This design comes from an exercise in tuning for small area on the open sky130 flow, not from production work.
Only simulation tests tie the RTL to the original design; equivalence was not proved.
Power is estimated from default activity; no workload was simulated.

<file path="flow/config.mk">
export PLATFORM = sky130hd
export DESIGN_NAME = colorshield
export DESIGN_NICKNAME = colorshield
export VERILOG_FILES = /design/flow/design.v
export SDC_FILE = /design/flow/constraint.sdc
export NUM_CORES = 4
export LEC_CHECK = 0
export CAP_MARGIN = 0
export CORE_MARGIN = 2
export CORE_UTILIZATION = 65
export SLEW_MARGIN = 0
export SYNTH_HIERARCHICAL = 1
export SYNTH_MINIMUM_KEEP_SIZE = 0
</file>
<file path="flow/constraint.sdc">
create_clock -name core_clock -period 8.0 [get_ports {clk}]
set_input_delay 1.6000 -clock core_clock [delete_from_list [all_inputs] [get_ports {clk}]]
set_output_delay 1.6000 -clock core_clock [all_outputs]
set_load 0.01 [all_outputs]
</file>
<file path="flow/design.v">
module bitcell (input clk,
                input we,
                input wen,
                input x,
                output reg q);
  always @(posedge clk)
    q <= ~((we | q) & (wen | x));
endmodule
module aoi222 (input s0, input d0, input s1, input d1, input s2, input d2,
               output y);
  assign y = ~((s0 & d0) | (s1 & d1) | (s2 & d2));
endmodule
module nand4m (input a, input b, input c, input d, output y);
  assign y = ~(a & b & c & d);
endmodule
module col_read (input [191:0] s, input [191:0] d, output [15:0] y);
  wire [63:0] l1;
  genvar g;
  generate
    for (g = 0; g < 64; g = g + 1) begin : a
      aoi222 u (.s0(s[3*g]), .d0(d[191-3*g]),
                .s1(s[3*g+1]), .d1(d[190-3*g]),
                .s2(s[3*g+2]), .d2(d[189-3*g]), .y(l1[g]));
    end
    for (g = 0; g < 16; g = g + 1) begin : b
      nand4m u (.a(l1[4*g]), .b(l1[4*g+1]), .c(l1[4*g+2]), .d(l1[4*g+3]), .y(y[g]));
    end
  endgenerate
endmodule
module colorshield (input clk,
                    input rst_n,
                    input write_en,
                    input wire [5:0] pixel_addr,
                    input wire [23:0] pixel_value,
                    output wire [7:0] channel,
                    output wire ready,
                    output wire s_sda,
                    output wire s_clk,
                    output wire s_rst,
                    output wire lat,
                    output wire sb);
  reg [10:0] u;
  reg [7:0]  c;
  reg        s_rst_q, g_done, sb_q, paint, active, rd, sda_q, par;
  wire first = (u == 11'd1567) && !s_rst_q;    
  wire col_end = (u == 11'd1567) && !first;
  wire frame_done = paint && col_end && (c[2:0] == 3'd7);
  wire send_frame = !paint && (first || (c == 8'd166 && u == 11'd1521));
  always @(posedge clk, negedge rst_n)
    if (~rst_n) begin
      u <= 11'd1567;
      c <= 8'd0;
      s_rst_q <= 1'b0;
      g_done <= 1'b0;
      sb_q <= 1'b0;
      paint <= 1'b0;
      active <= 1'b0;
      rd <= 1'b0;
    end else begin
      u <= (u == 11'd1569) ? 11'd0 : u + 1'b1;
      if (frame_done) c <= 8'd0;
      else if (col_end) c <= c + 1'b1;
      if (u == 11'd5) s_rst_q <= 1'b1;
      if (u == 11'd1160) g_done <= 1'b1;
      sb_q <= g_done;
      if (send_frame) paint <= 1'b1;
      else if (frame_done) paint <= 1'b0;
      if (send_frame) active <= ~active;
      if (u == 11'd1568) rd <= active;
    end
  wire in_bits = (u < 11'd1536);
  wire [2:0] r = u[2:0];
  wire [7:0] j = u[10:3];
  wire g_clk = (u >= 11'd13) && (u <= 11'd1159) && (r >= 3'd5);
  wire g_sda = (u >= 11'd10) && (u <= 11'd1159) && (r >= 3'd2);
  wire g_latch = (u != 11'd1160);
  wire p_sda = in_bits && r >= 3'd1 && r <= 3'd6 && sda_q;
  wire p_clk = in_bits && r >= 3'd4 && r <= 3'd6;
  wire p_latch = (u != 11'd1535);
  assign lat   = g_done ? p_latch : g_latch;
  assign s_sda = g_done ? p_sda : g_sda;
  assign s_clk = g_done ? p_clk : g_clk;
  assign s_rst = s_rst_q;
  assign sb    = sb_q;
  assign ready = !paint && g_done;
  wire [2:0] ch_col = (u == 11'd1568) ? c[2:0] - 1'b1 : c[2:0];
  wire ch_on = s_rst_q && (u >= 11'd1553) && (u <= 11'd1568);
  assign channel = ch_on ? (8'd1 << ch_col) : 8'd0;
  wire startup_clr = !g_done && (u < 11'd128);
  wire swap_clr = paint && (rd == active);
  wire clr0 = startup_clr || (swap_clr && active);
  wire clr1 = startup_clr || (swap_clr && !active);
  wire clr = clr0 || clr1;
  wire we = write_en && ready;
  wire we0 = clr0 || (we && active);
  wire we1 = clr1 || (we && !active);
  wire [5:0]  waddr = clr ? u[5:0] : pixel_addr;
  wire [23:0] wdata = clr ? 24'd0 : pixel_value;
  always @(posedge clk) par <= ~par;
  wire [23:0] wx = wdata ^ {24{par}};
  wire [1535:0] m0, m1;
  genvar gp, gb;
  generate
    for (gp = 0; gp < 64; gp = gp + 1) begin : px
      wire e0 = we0 && (waddr == gp);
      wire e1 = we1 && (waddr == gp);
      for (gb = 0; gb < 24; gb = gb + 1) begin : bt
        bitcell c0 (.clk(clk), .we(e0), .wen(~e0), .x(wx[gb]), .q(m0[24*gp+gb]));
        bitcell c1 (.clk(clk), .we(e1), .wen(~e1), .x(wx[gb]), .q(m1[24*gp+gb]));
      end
    end
  endgenerate
  wire [191:0] sel;
  genvar gj;
  generate
    for (gj = 0; gj < 192; gj = gj + 1) begin : sl
      assign sel[gj] = (j == gj);
    end
  endgenerate
  wire [15:0] r0 [0:7];
  wire [15:0] r1 [0:7];
  genvar gx;
  generate
    for (gx = 0; gx < 8; gx = gx + 1) begin : cr
      col_read q0 (.s(sel), .d(m0[192*gx +: 192]), .y(r0[gx]));
      col_read q1 (.s(sel), .d(m1[192*gx +: 192]), .y(r1[gx]));
    end
  endgenerate
  wire rbit = (|(rd ? r1[c[2:0]] : r0[c[2:0]])) ^ par;
  always @(posedge clk)
    if (in_bits && r == 3'd0) sda_q <= rbit;
endmodule
</file>
<file path="flow/flow/run.sh">
#!/bin/bash
# Standard layout, with clock tree synthesis told to build larger sink
# clusters without dummy loads (the only change from the standard flow).
set -euo pipefail
export CTS_ARGS="-sink_clustering_enable -repair_clock_nets -dont_use_dummy_load -buf_list sky130_fd_sc_hd__clkbuf_8 -sink_clustering_size 16 -sink_clustering_max_diameter 50"
bash standard.sh finish > flow_make.log 2>&1
</file>
<file path="flow/standard.sh">
#!/bin/bash
# synth_recipe.tcl (not shown) runs the flow's synth.tcl, then flattens the netlist and writes it again
# the make line also repeats each setting of config.mk as NAME=value (left out here)
make -C /OpenROAD-flow-scripts/flow DESIGN_CONFIG=/design/flow/config.mk WORK_HOME=/design/flow/orfs CLKGATE_MAP_FILE= SYNTH_SCRIPT=/design/flow/synth_recipe.tcl "${@:-finish}"
</file>
==> flow_summary.json, run 1 <==
{
  "initial_utilization": 0.655,
  "worstReg2RegStart": "u[5]$_DFF_PN0_",
  "drv_cap": 4,
  "p_leak_uw": 0.0399,
  "peakVddDrop_mv": 0.173,
  "hold_path_startpoint": "px[55].bt[18].c1.q$_DFF_P_",
  "timing.critical_path.from_type": "flop",
  "mostFrequentLayoutCells": "o22ai_1, dfxtp_1, a222oi_1",
  "worstSetupPathType": "reg2out",
  "antenna_found_initial": 24,
  "drv_slew": 19,
  "setup_viol": 0,
  "syn_inst": 8465,
  "vias_per_cell": 8.38,
  "power-per-cell-area_nw_per_um2": 210,
  "clockPowerShare": 0.318,
  "grt_max_degree": 129,
  "clk_path_buf_depth": 3,
  "synthesis.nets": 8508,
  "timing.final.crit_share": 0.859,
  "fp.dieH_um": 393,
  "post_synth.cell_area_avg_um2": 11.6,
  "critical_path_arrival_ps": 5270,
  "routed-via-count": 92800,
  "dp_hpwl_mm": 223,
  "critical_path.endpoint_type": "output port",
  "crit_chain": "nor2_1 > nand2_1 > o31ai_1 > a21oi_1 > nor3_1 > o31ai_1 > a21boi_0 > clkdlybuf4s50_1",
  "timing.slew.headroom": -0.0961,
  "netlist_top_cells_area": "dfxtp_1, o22ai_1, a222oi_1",
  "number_of_search_and_repair_iterations_in_the_first_detailed_routing_pass": 13,
  "overflow_after_grt": 0,
  "power.share.combinational": 0.001,
  "ios": 47,
  "p_total_uw": 22600,
  "biggest_cell_delay_along_the_critical_path_ps": 870,
  "cp_common_cell": "o31ai_1",
  "clkSinkCount": 3099,
  "core-area_um2": 150000,
  "grt_setup_unrepaired": "false",
  "hold_buffers": 0,
  "vias_in_the_first_global_route": 85800,
  "post-cts-setup-buffers": 0,
  "final_hold_violating_endpoints": 0,
  "detail_route.drc_violations": 0,
  "post-route-min-period_ps": 6870,
  "cts_resized": 0,
  "worstSkewPairLatency_ps": 1000,
  "finish.net_count": 9090,
  "wp_data_required_ps": 6400,
  "tritoncts.num_buffers": 224,
  "die-width_um": 393,
  "drtAntennaViolNets": 0,
  "layoutNonFillerInstCount": 11100,
  "worst_clock_skew_on_the_final_layout_ps": 93.7,
  "check-failures": "capacitance limit, slew limit",
  "master_of_the_slowest_instance_on_the_critical_path": "a21boi_0",
  "power.switching_fraction": 0.209,
  "detail_route.wl_per_cell_um": 35.9,
  "worst-path-max-fanout": 16,
  "max_freq_ghz": 0.146,
  "port_buffers": 46,
  "wire_length_of_the_first_global_routing_pass_mm": 565,
  "netlist_area_um2": 98400,
  "layout.cells.most_common": "o22ai_1",
  "p_seq_frac": 0.681,
  "drt-total-wl_mm": 398,
  "ys_ff_latch": 3099,
  "core.rowCount": 142,
  "synth.distinct_cells": 72,
  "n_fill_cell": 11000,
  "cts.reportedPaths.clkPinSlew_ps": 70,
  "worstMarginPinSlew_ps": 1630,
  "worstHoldPathType": "reg2reg",
  "drive_above_1_share": 0.0961,
  "net-switching-power_uw": 4730,
  "clock_root_buffer": "clkbuf_8",
  "ys.warnings.count": 8,
  "drt_iter0_markers": 19500,
  "postSynth.topFlopCell": "dfxtp_1",
  "async_reset_ff_frac": 0.00807,
  "timing.final.ws_setup_ps": 1130,
  "cp-startpoint": "u[5]$_DFF_PN0_",
  "yosys.area.top_type_share": 0.625,
  "critPathTopFamily": "compound AO/OA/AOI/OAI gates",
  "die_area_um2": 154000,
  "cts_tree": "yes",
  "layout-area-overhead-vs-synth_pct": 9.65,
  "grt_use_total": 0.492,
  "fin_setup_tns_ps": 0,
  "synth_top_cell_by_area": "dfxtp_1",
  "max_h_tree_level": 4,
  "p_int_uw": 17900,
  "finalWeightedCongestion": 0.982,
  "run_status": "complete, but fails checks",
  "path_buf_inv": 1,
  "detailedPlace.worstSlack_ps": 2420,
  "placed_cells": 10800,
  "ys_seq_area_frac": 0.632,
  "synth-edff-count": 1
}
## logic make-up (layout without fill, tap and decap cells)
family,count (synthesis),after routing,synth area share
compound gates,4220,4220,0.309
flops,3099,3099,0.632
simple gates,998,998,0.0500
buf+inv,103,683,0.00480
xor+xnor,34,34,0.00303
fa+ha+maj,10,10,0.00127
mux,1,1,0.000102
other cells,0,15,0
## modules after synthesis, one instance, submodules excluded, a selection
module / cells / cell area (um2) / flops+latches / times used
colorshield: 1041 / 5790 / 27 / 1
bitcell: 2 / 26.3 / 1 / 3072
aoi222: 1 / 10.0 / 0 / 1024
nand4m: 1 / 6.26 / 0 / 256
## Yosys cell counts (all sizes together) (2+ instances only)
library cell,count
a21oi,26
a222oi,1024
a31o,2
a31oi,8
and2,3
and3,5
buf,27
clkbuf,56
dfrtp,18
dfstp,7
dfxtp,3073
ha,10
inv,19
nand2,221
nand2b,4
nand3,29
nand4,265
nor2,381
nor2b,9
nor3,17
nor3b,2
nor4,36
o2111ai,2
o21a,5
o21ai,32
o22ai,3076
o31a,2
o31ai,12
o41ai,19
or2,8
or3,9
or4,6
xnor2,30
xor2,4
## per-stage QoR
stage	util	cell area, um2	hold WS, ps
CTS	0.718	108000	459
global route	0.718	108000	466
finish	0.718	108000	458
global placement	0.697	105000	439
floorplan	-	98400	433
detailed placement	0.698	105000	448
## cell type report
| class | count | area (um2) | share of cell area |
|---|---|---|---|
| Multi-Input combinational cell | 5263 | 36300 | 0.337 |
| Inverter | 20 | 75.1 | 0.000696 |
| Antenna cell | 15 | 37.5 | 0.000348 |
| Timing Repair Buffer | 439 | 3610 | 0.0335 |
| Tap cell | 2016 | 2520 | 0.0234 |
| Clock buffer | 224 | 3080 | 0.0286 |
| Sequential cell | 3099 | 62200 | 0.577 |
## registers in the layout (all words and copies together), names as in the netlist
name	flops
rd	1
g_done	1
px.bt.c1.q	1536
active	1
c	8
sb_q	1
px.bt.c0.q	1536
paint	1
sda_q	1
s_rst_q	1
u	11
par	1
## power groups by stage
stage | Combinational (uW) | Sequential (uW) | Clock, uW
final | 24.7 | 15400 | 7210
after global routing | 25.5 | 15400 | 7690
after CTS | 24.2 | 15400 | 7130
after detailed placement | 24.0 | 15800 | 0
after global placement | 23.8 | 15800 | 0
after floorplan | 0.801 | 15800 | 0
## worst paths after layout
check / end / cells after the start / slack, ps
setup / recovery: s_clk / 8 / 1130
hold / removal: px[55].bt[18].c1.q$_DFF_P_ / 1 / 460
setup reg to reg: sda_q$_DFFE_PP_ / 14 / 2060
hold reg to reg: px[55].bt[18].c1.q$_DFF_P_ / 1 / 460
max in group asynchronous: u[4]$_DFF_PN1_ / 2 / 6590
min in group asynchronous: c[3]$_DFFE_PN0P_ / 2 / 1020
## layer usage
layer,up-vias,share of wire,track usage,wire (um)
met5,-,0.00050,0,197
met4,28,0.075,0.302,30000
met3,2010,0.18,0.215,71900
met2,8087,0.40,0.680,159000
met1,44700,0.34,0.632,137000
li1,38000,-,-,-
==> run 2: changes to the inputs <==
--- a/flow/design.v
+++ b/flow/design.v
@@ -26,6 +26,16 @@
       nand4m u (.a(l1[4*g]), .b(l1[4*g+1]), .c(l1[4*g+2]), .d(l1[4*g+3]), .y(y[g]));
     end
   endgenerate
+endmodule
+module and2m (input a, input b, output y);
+  assign y = a & b;
+endmodule
+module pxen (input a, input b, output e, output en);
+  assign e = a & b;
+  assign en = ~(a & b);
+endmodule
+module or16 (input [15:0] x, output y);
+  assign y = |x;
 endmodule
 module colorshield (input clk,
                     input rst_n,
@@ -96,37 +106,58 @@
   wire we1 = clr1 || (we && !active);
   wire [5:0]  waddr = clr ? u[5:0] : pixel_addr;
   wire [23:0] wdata = clr ? 24'd0 : pixel_value;
-  always @(posedge clk) par <= ~par;
+  always @(posedge clk, negedge rst_n)
+    if (~rst_n) par <= 1'b0;
+    else par <= ~par;
   wire [23:0] wx = wdata ^ {24{par}};
-  wire [1535:0] m0, m1;
+  wire [63:0] dec;
   genvar gp, gb;
   generate
+    for (gp = 0; gp < 64; gp = gp + 1) begin : dc
+      assign dec[gp] = (waddr == gp);
+    end
+  endgenerate
+  wire [1535:0] m0, m1;
+  generate
     for (gp = 0; gp < 64; gp = gp + 1) begin : px
-      wire e0 = we0 && (waddr == gp);
-      wire e1 = we1 && (waddr == gp);
+      wire e0, e0n, e1, e1n;
+      pxen w0 (.a(we0), .b(dec[gp]), .e(e0), .en(e0n));
+      pxen w1 (.a(we1), .b(dec[gp]), .e(e1), .en(e1n));
       for (gb = 0; gb < 24; gb = gb + 1) begin : bt
-        bitcell c0 (.clk(clk), .we(e0), .wen(~e0), .x(wx[gb]), .q(m0[24*gp+gb]));
-        bitcell c1 (.clk(clk), .we(e1), .wen(~e1), .x(wx[gb]), .q(m1[24*gp+gb]));
+        bitcell c0 (.clk(clk), .we(e0), .wen(e0n), .x(wx[gb]), .q(m0[24*gp+gb]));
+        bitcell c1 (.clk(clk), .we(e1), .wen(e1n), .x(wx[gb]), .q(m1[24*gp+gb]));
       end
     end
   endgenerate
-  wire [191:0] sel;
+  wire [11:0] jh;
+  wire [15:0] jl;
   genvar gj;
   generate
-    for (gj = 0; gj < 192; gj = gj + 1) begin : sl
-      assign sel[gj] = (j == gj);
+    for (gj = 0; gj < 12; gj = gj + 1) begin : sh
+      assign jh[gj] = (j[7:4] == gj);
+    end
+    for (gj = 0; gj < 16; gj = gj + 1) begin : sm
+      assign jl[gj] = (j[3:0] == gj);
     end
   endgenerate
-  wire [15:0] r0 [0:7];
-  wire [15:0] r1 [0:7];
+  wire [191:0] sel;
+  generate
+    for (gj = 0; gj < 192; gj = gj + 1) begin : sl
+      and2m d (.a(jh[gj / 16]), .b(jl[gj % 16]), .y(sel[gj]));
+    end
+  endgenerate
+  wire [15:0] grp;
+  wire [15:0] gsel;
   genvar gx;
   generate
-    for (gx = 0; gx < 8; gx = gx + 1) begin : cr
-      col_read q0 (.s(sel), .d(m0[192*gx +: 192]), .y(r0[gx]));
-      col_read q1 (.s(sel), .d(m1[192*gx +: 192]), .y(r1[gx]));
+    for (gx = 0; gx < 16; gx = gx + 1) begin : cr
+      wire [15:0] part;
+      col_read q (.s(sel), .d(gx[3] ? m1[192*gx[2:0] +: 192] : m0[192*gx[2:0] +: 192]), .y(part));
+      or16 o (.x(part), .y(grp[gx]));
+      assign gsel[gx] = ({rd, c[2:0]} == gx);
     end
   endgenerate
-  wire rbit = (|(rd ? r1[c[2:0]] : r0[c[2:0]])) ^ par;
+  wire rbit = (|(grp & gsel)) ^ par;
   always @(posedge clk)
     if (in_bits && r == 3'd0) sda_q <= rbit;
 endmodule
==> flow/flow/run.sh (replaced) <==
#!/bin/bash
# Standard layout (the standard.sh), with two settings changed:
#  - clock tree synthesis builds larger sink clusters from buf_6 and
#    inserts no dummy loads;
#  - the port buffers are buf_1 cells (every port still gets one).
set -euo pipefail
export CTS_ARGS="-sink_clustering_enable -repair_clock_nets -dont_use_dummy_load -buf_list sky130_fd_sc_hd__buf_6 -sink_clustering_size 16 -sink_clustering_max_diameter 50"
export BUFFER_PORTS_ARGS="-buffer_cell sky130_fd_sc_hd__buf_1"
bash standard.sh finish > flow_make.log 2>&1
==> flow/config.mk (replaced) <==
export PLATFORM = sky130hd
export DESIGN_NAME = colorshield
export DESIGN_NICKNAME = colorshield
export VERILOG_FILES = /design/flow/design.v
export SDC_FILE = /design/flow/constraint.sdc
export NUM_CORES = 4
export LEC_CHECK = 0
export CAP_MARGIN = 25
export CORE_MARGIN = 2
export CORE_UTILIZATION = 70
export SLEW_MARGIN = 25
export SYNTH_HIERARCHICAL = 1
export SYNTH_MINIMUM_KEEP_SIZE = 0
==> flow_summary.json, run 2 <==
{
  "run_status": "finished clean",
  "grt_use_total": 0.478,
  "drt-total-wl_mm": 359,
  "drtAntennaViolNets": 0,
  "async_reset_ff_frac": 0.00839,
  "core.rowCount": 137,
  "most_used_standard_cells_in_the_synthesized_netlist": "o22ai_1, dfxtp_1, a222oi_1, and2_1, nand4_1",
  "worstSetupPathType": "reg2out",
  "worst-path-max-fanout": 12,
  "power.share.combinational": 0.001,
  "die_area_um2": 144000,
  "syn_inst": 8403,
  "post-route-min-period_ps": 5550,
  "dp_hpwl_mm": 210,
  "p_seq_frac": 0.692,
  "synth_top_cell_by_area": "dfxtp_1",
  "postSynth.topFlopCell": "dfxtp_1",
  "placed_cells": 10500,
  "hold_buffers": 0,
  "cts_resized": 0,
  "worstSkewPairLatency_ps": 1010,
  "ios": 47,
  "clock_root_buffer": "buf_6",
  "finalWeightedCongestion": 1.02,
  "ys.warnings.count": 8,
  "yosys.area.top_type_share": 0.623,
  "wire_length_of_the_first_global_routing_pass_mm": 521,
  "worstHoldPathType": "reg2reg",
  "p_int_uw": 17500,
  "power.switching_fraction": 0.212,
  "synthesis.nets": 8445,
  "drv_cap": 0,
  "cts_tree": "yes",
  "detail_route.drc_violations": 0,
  "detail_route.wl_per_cell_um": 33.6,
  "grt_max_degree": 129,
  "ys_seq_area_frac": 0.630,
  "clockPowerShare": 0.307,
  "p_leak_uw": 0.0387,
  "postPlaceCellArea_um2": 103000,
  "timing.final.ws_setup_ps": 2450,
  "tritoncts.num_buffers": 222,
  "fp.dieH_um": 379,
  "power-per-cell-area_nw_per_um2": 211,
  "cts.reportedPaths.clkPinSlew_ps": 110,
  "layoutNonFillerInstCount": 10700,
  "max_h_tree_level": 4,
  "yosysMostFrequentCell": "o22ai_1",
  "setup_viol": 0,
  "initial_utilization": 0.706,
  "synth-edff-count": 1,
  "routed-via-count": 90000,
  "clk_path_buf_depth": 3,
  "wp_data_required_ps": 6400,
  "post-cts-setup-buffers": 0,
  "timing.slew.headroom": 0.198,
  "tightest_hold_margin_ps": 454,
  "vias_in_the_first_global_route": 83500,
  "worstMarginPinSlew_ps": 1190,
  "reg.largest.list": "px.bt.c0.q x1536, px.bt.c1.q x1536, u x11",
  "critical_path.endpoint_type": "output port",
  "critical_path_arrival_ps": 3950,
  "finish.net_count": 8847,
  "n_fill_cell": 9708,
  "mostFrequentLayoutCells": "o22ai_1, dfxtp_1, a222oi_1",
  "worst_clock_skew_on_the_final_layout_ps": 123,
  "ys_ff_latch": 3099,
  "drt_iter0_markers": 18100,
  "grt_setup_unrepaired": "false",
  "antenna_found_initial": 25,
  "drive_above_1_share": 0.0559,
  "final_hold_violating_endpoints": 0,
  "netlist_area_um2": 98700,
  "core-area_um2": 140000,
  "net-switching-power_uw": 4720,
  "netlist_top_cells_area": "dfxtp_1, o22ai_1, a222oi_1",
  "overflow_after_grt": 0,
  "timing.critical_path.from_type": "flop",
  "timing.final.crit_share": 0.694,
  "peakVddDrop_mv": 0.186,
  "number_of_search_and_repair_iterations_in_the_first_detailed_routing_pass": 12,
  "clkSinkCount": 3099,
  "port_buffers": 46,
  "detailedPlace.worstSlack_ps": 2930,
  "die-width_um": 379,
  "vias_per_cell": 8.42,
  "finish.instance_area_um2": 106000,
  "post_synth.cell_area_avg_um2": 11.7,
  "fin_setup_tns_ps": 0,
  "drv_slew": 0,
  "layout-area-overhead-vs-synth_pct": 6.95,
  "max_freq_ghz": 0.180,
  "synth.distinct_cells": 53
}
==> run 2: cell types whose count changed after synthesis, sizes merged, moves of 14 or more <==
cell,delta
buf,-17
clkbuf,-32
o21ai,-19
nand2,-17
nor2,-275
nand3,-14
and2,+319
o41ai,-16
nor4,+33
a21oi,-17
==> run 2: kinds of logic (layout without fill, tap and decap cells) <==
kind of cell / after synthesis / after routing / share of synthesized area
other cells: 0 / 14 / 0
mux: 12 / 12 / 0.00217
fa+ha+maj: 9 / 9 / 0.00114
buf+inv: 51 / 451 / 0.00216
simple gates: 1049 / 1049 / 0.0586
compound gates: 4148 / 4148 / 0.303
flops: 3099 / 3099 / 0.630
xor+xnor: 35 / 35 / 0.00311
==> run 2: final timing paths <==
path	slack (ps)	startpoint	endpoint	depth (start not counted)
max	2450	u[9]$_DFF_PN1_	channel[7]	7
min	450	px[3].bt[13].c1.q$_DFF_P_	px[3].bt[13].c1.q$_DFF_P_	1
max reg2reg	2620	u[3]$_DFF_PN1_	sda_q$_DFFE_PP_	12
min reg2reg	450	px[3].bt[13].c1.q$_DFF_P_	px[3].bt[13].c1.q$_DFF_P_	1
max in group asynchronous	6720	rst_n	u[6]$_DFF_PN0_	1
min in group asynchronous	710	rst_n	c[3]$_DFFE_PN0P_	1
==> run 2: critical path: stages (launching register included) <==
cell and delay (ps):
dfstp_2 680, nand4bb_1 360, or3_1 430, a221oi_1 810, buf_4 290, nand2_1 120
nor2_1 160, buf_1 170
==> run 2: per-module statistics from Yosys, one instance, submodules excluded, a selection <==
module	times used	area, um2	flip-flops and latches
or16	16	31.3	0
aoi222	1024	10.0	0
colorshield	1	3120	27
and2m	192	6.26	0
pxen	128	10.0	0
nand4m	256	6.26	0
==> run 2: layer usage <==
metal  wire length (um)  global-route usage  vias up
met5                204                   0        -
met4              29300               0.348       28
met3              55200               0.153     1577
met2             149000               0.678     7471
met1             125000               0.612    43400
li1                   -                   -    37600
==> run 2: cell type report <==
cell class              instances  area (um2)  area share
repair buffers                212        1620      0.0153
multi-input cells            5253       36800       0.348
flip-flops and latches       3099       62200       0.589
inverters                      17        63.8    0.000605
well taps                    1876        2350      0.0222
clock buffers                 222        2500      0.0237
diodes                         14        35.0    0.000332
==> run 2: stage by stage <==
stage | total power [uW] | util
after floorplan | 15800 | -
after CTS | 22200 | 0.755
after detailed placement | 15800 | 0.737
final | 22300 | 0.755
after global placement | 15800 | 0.736
after global routing | 22800 | 0.755
==> run 2: power groups by stage <==
stage / logic, uW / clock network, uW / registers, uW
floorplan: 2.92 / 0 / 15800
global placement: 14.6 / 0 / 15800
detailed placement: 15.1 / 0 / 15800
CTS: 15.1 / 6790 / 15400
global route: 16.7 / 7360 / 15400
finish: 15.5 / 6840 / 15400
==> run 3: changes to the inputs <==
--- a/flow/config.mk
+++ b/flow/config.mk
@@ -7,7 +7,7 @@
 export LEC_CHECK = 0
 export CAP_MARGIN = 25
 export CORE_MARGIN = 2
-export CORE_UTILIZATION = 70
+export CORE_UTILIZATION = 72
 export SLEW_MARGIN = 25
 export SYNTH_HIERARCHICAL = 1
 export SYNTH_MINIMUM_KEEP_SIZE = 0
==> flow_summary.json, run 3 <==
{
  "wp_data_required_ps": 6400,
  "grt_setup_unrepaired": "false",
  "post-route-util": 0.775,
  "antenna_found_initial": 24,
  "yosysMostFrequentCell": "o22ai_1",
  "number_of_search_and_repair_iterations_in_the_first_detailed_routing_pass": 13,
  "finish.net_count": 8809,
  "routed-via-count": 91000,
  "setup_viol": 0,
  "initial_utilization": 0.727,
  "cts_tree": "yes",
  "n_fill_cell": 9075,
  "regToRegEndpoint": "sda_q$_DFFE_PP_",
  "synth.distinct_cells": 53,
  "yosys.area.top_type_share": 0.623,
  "power-per-cell-area_nw_per_um2": 211,
  "multi_input_comb_area_um2": 36800,
  "postSynth.topFlopCell": "dfxtp_1",
  "core.rowCount": 135,
  "fin_setup_tns_ps": 0,
  "die_area_um2": 140000,
  "dp_hpwl_mm": 208,
  "hold_buffers": 0,
  "peakVddDrop_mv": 0.185,
  "worstHoldPathType": "reg2reg",
  "vias_in_the_first_global_route": 85000,
  "clk_path_buf_depth": 3,
  "finalWeightedCongestion": 0.979,
  "ios": 47,
  "drv_slew": 0,
  "layout-area-overhead-vs-synth_pct": 6.63,
  "detail_route.wl_per_cell_um": 34.3,
  "cts.reportedPaths.clkPinSlew_ps": 100,
  "post-route-min-period_ps": 6150,
  "layoutNonFillerInstCount": 10600,
  "ys_ff_latch": 3099,
  "most_used_standard_cells_in_the_synthesized_netlist": "o22ai_1, dfxtp_1, a222oi_1, and2_1, nand4_1",
  "timing.critical_path.to": "s_sda",
  "timing.critical_path.from_type": "flop",
  "critical_path_arrival_ps": 4550,
  "final_hold_violating_endpoints": 0,
  "detail_route.drc_violations": 0,
  "timing.final.crit_share": 0.769,
  "port_buffers": 46,
  "clock_root_buffer": "buf_6",
  "reg.largest.list": "px.bt.c0.q x1536, px.bt.c1.q x1536, u x11",
  "die-width_um": 374,
  "regToRegSetupSlack_ps": 2480,
  "p_leak_uw": 0.0386,
  "worstReg2RegStart": "u[3]$_DFF_PN1_",
  "mostFrequentLayoutCells": "o22ai_1, dfxtp_1, a222oi_1",
  "async_reset_ff_frac": 0.00839,
  "post-cts-setup-buffers": 0,
  "cp-startpoint": "u[5]$_DFF_PN0_",
  "tritoncts.num_buffers": 218,
  "ys.warnings.count": 8,
  "netlist_area_um2": 98700,
  "vias_per_cell": 8.60,
  "critical_path.endpoint_type": "output port",
  "drt-total-wl_mm": 363,
  "grt_use_total": 0.493,
  "worst-path-max-fanout": 15,
  "run_status": "finished clean",
  "synth-edff-count": 1,
  "timing.slew.headroom": 0.0578,
  "drt_iter0_markers": 19900,
  "wire_length_of_the_first_global_routing_pass_mm": 527,
  "max_h_tree_level": 4,
  "netlist_top_cells_area": "dfxtp_1, o22ai_1, a222oi_1",
  "ys_seq_area_frac": 0.630,
  "fp.dieH_um": 374,
  "placed_cells": 10300,
  "drv_cap": 0,
  "syn_inst": 8403,
  "clkSinkCount": 3099,
  "regArea_um2": 62200,
  "worstSkewPairLatency_ps": 980,
  "synth_top_cell_by_area": "dfxtp_1",
  "worstMarginPinSlew_ps": 1400,
  "synthesis.nets": 8445,
  "cts_resized": 0,
  "core-area_um2": 136000,
  "max_freq_ghz": 0.163,
  "drive_above_1_share": 0.0511,
  "overflow_after_grt": 0,
  "drtAntennaViolNets": 0,
  "worstSetupPathType": "reg2out",
  "grt_max_degree": 129,
  "worst_clock_skew_on_the_final_layout_ps": 114,
  "worst-r2r-cell-count": 13,
  "post_synth.cell_area_avg_um2": 11.7
}
## run 3: cell types whose count changed in the layout (fill, tap and decap cells not counted), sizes merged
cell / change
buf: -38
diode: +17
## run 3: routing by layer
layer | vias up | GRT usage | part of all wire
met3 | 1760 | 0.192 | 0.17
met2 | 8078 | 0.686 | 0.41
li1 | 37600 | - | -
met4 | 32 | 0.353 | 0.082
met5 | - | 0.00858 | 0.00097
met1 | 43500 | 0.623 | 0.34
## run 3: power breakdown
group | internal [uW] | switching (uW)
clock network | 2090 | 4700
logic | 4.82 | 10.5
registers | 15400 | 0
total | 17500 | 4710
## run 3: critical path: stages (launching register included)
cell	delay, ps
dfrtp_1	540
or2_1	480
nor3_2	970
buf_4	380
a31oi_1	140
o32ai_1	930
buf_1	220
## run 3: per-module statistics from Yosys (local to each module, per instance), excerpt
module	cells	cell area, um2	times used	flip-flops and latches
colorshield	451	3120	1	27
or16	5	31.3	16	0
bitcell	2	26.3	3072	1
aoi222	1	10.0	1024	0
pxen	2	10.0	128	0
and2m	1	6.26	192	0
nand4m	1	6.26	256	0
## run 3: area by class of cell
cell class,instances,area share
timing repair buffer,178,0.0136
sequential,3099,0.591
antenna,31,0.000737
clock buffer,218,0.0233
multi-input combinational,5253,0.349
inverter,17,0.000607
tap,1781,0.0212
## run 3: through the flow
| step | hold slack [ps] | total power (uW) | setup WS (ps) | area [um2] |
|---|---|---|---|---|
| after global placement | 440 | 15800 | 2590 | 102000 |
| after global routing | 470 | 22700 | 1850 | 105000 |
| after CTS | 459 | 22100 | 2070 | 105000 |
| after detailed placement | 448 | 15800 | 2910 | 103000 |
| final | 460 | 22200 | 1850 | 105000 |
| after floorplan | 352 | 15800 | 675 | 98700 |
## run 3: logic make-up (layout without fill, tap and decap cells)
logic type / count (synthesis) / count (layout) / synth area share
compound gates: 4148 / 4148 / 0.303
xor+xnor: 35 / 35 / 0.00311
fa+ha+maj: 9 / 9 / 0.00114
buf+inv: 51 / 413 / 0.00216
flops: 3099 / 3099 / 0.630
mux: 12 / 12 / 0.00217
other cells: 0 / 31 / 0
simple gates: 1049 / 1049 / 0.0586
## run 3: worst min-delay path by stage
stage / start / end / slack (ps) / depth (start not counted)
2_1_floorplan: g_done$_DFFE_PN0N_ / sb_q$_DFF_PN0_ / 350 / 0
3_3_place_gp: px[22].bt[14].c0.q$_DFF_P_ / px[22].bt[14].c0.q$_DFF_P_ / 440 / 1
3_5_place_dp: px[18].bt[11].c0.q$_DFF_P_ / px[18].bt[11].c0.q$_DFF_P_ / 450 / 1
4_1_cts: px[13].bt[20].c1.q$_DFF_P_ / px[13].bt[20].c1.q$_DFF_P_ / 460 / 1
5_1_grt: px[58].bt[5].c1.q$_DFF_P_ / px[58].bt[5].c1.q$_DFF_P_ / 470 / 1
6_report: px[22].bt[22].c0.q$_DFF_P_ / px[22].bt[22].c0.q$_DFF_P_ / 460 / 1

[afterwards: timing with drivers on the ports]
How much do the figures lean on ideal ports? The routed layouts below were timed once more, with nothing changed but the port constraints. Step 1 assumes that a clkbuf_16 drives the clock port and a buf_2 every other input. Step 2 also shifts input and output timing later by t, the mid clock arrival at the registers, as if the neighbouring blocks saw the same clock. Three values: ideal ports, drivers, drivers and shift; two values: the first two.
run	shift t [ns]	setup slack, ns	worst data-port slew with drivers (ns)
run 1	1.039	1.129 / 1.046 / 2.065	0.19
run 2	1.032	2.446 / 2.358 / 2.616	0.19
run 3	1.020	1.849 / 1.757 / 2.480	0.31
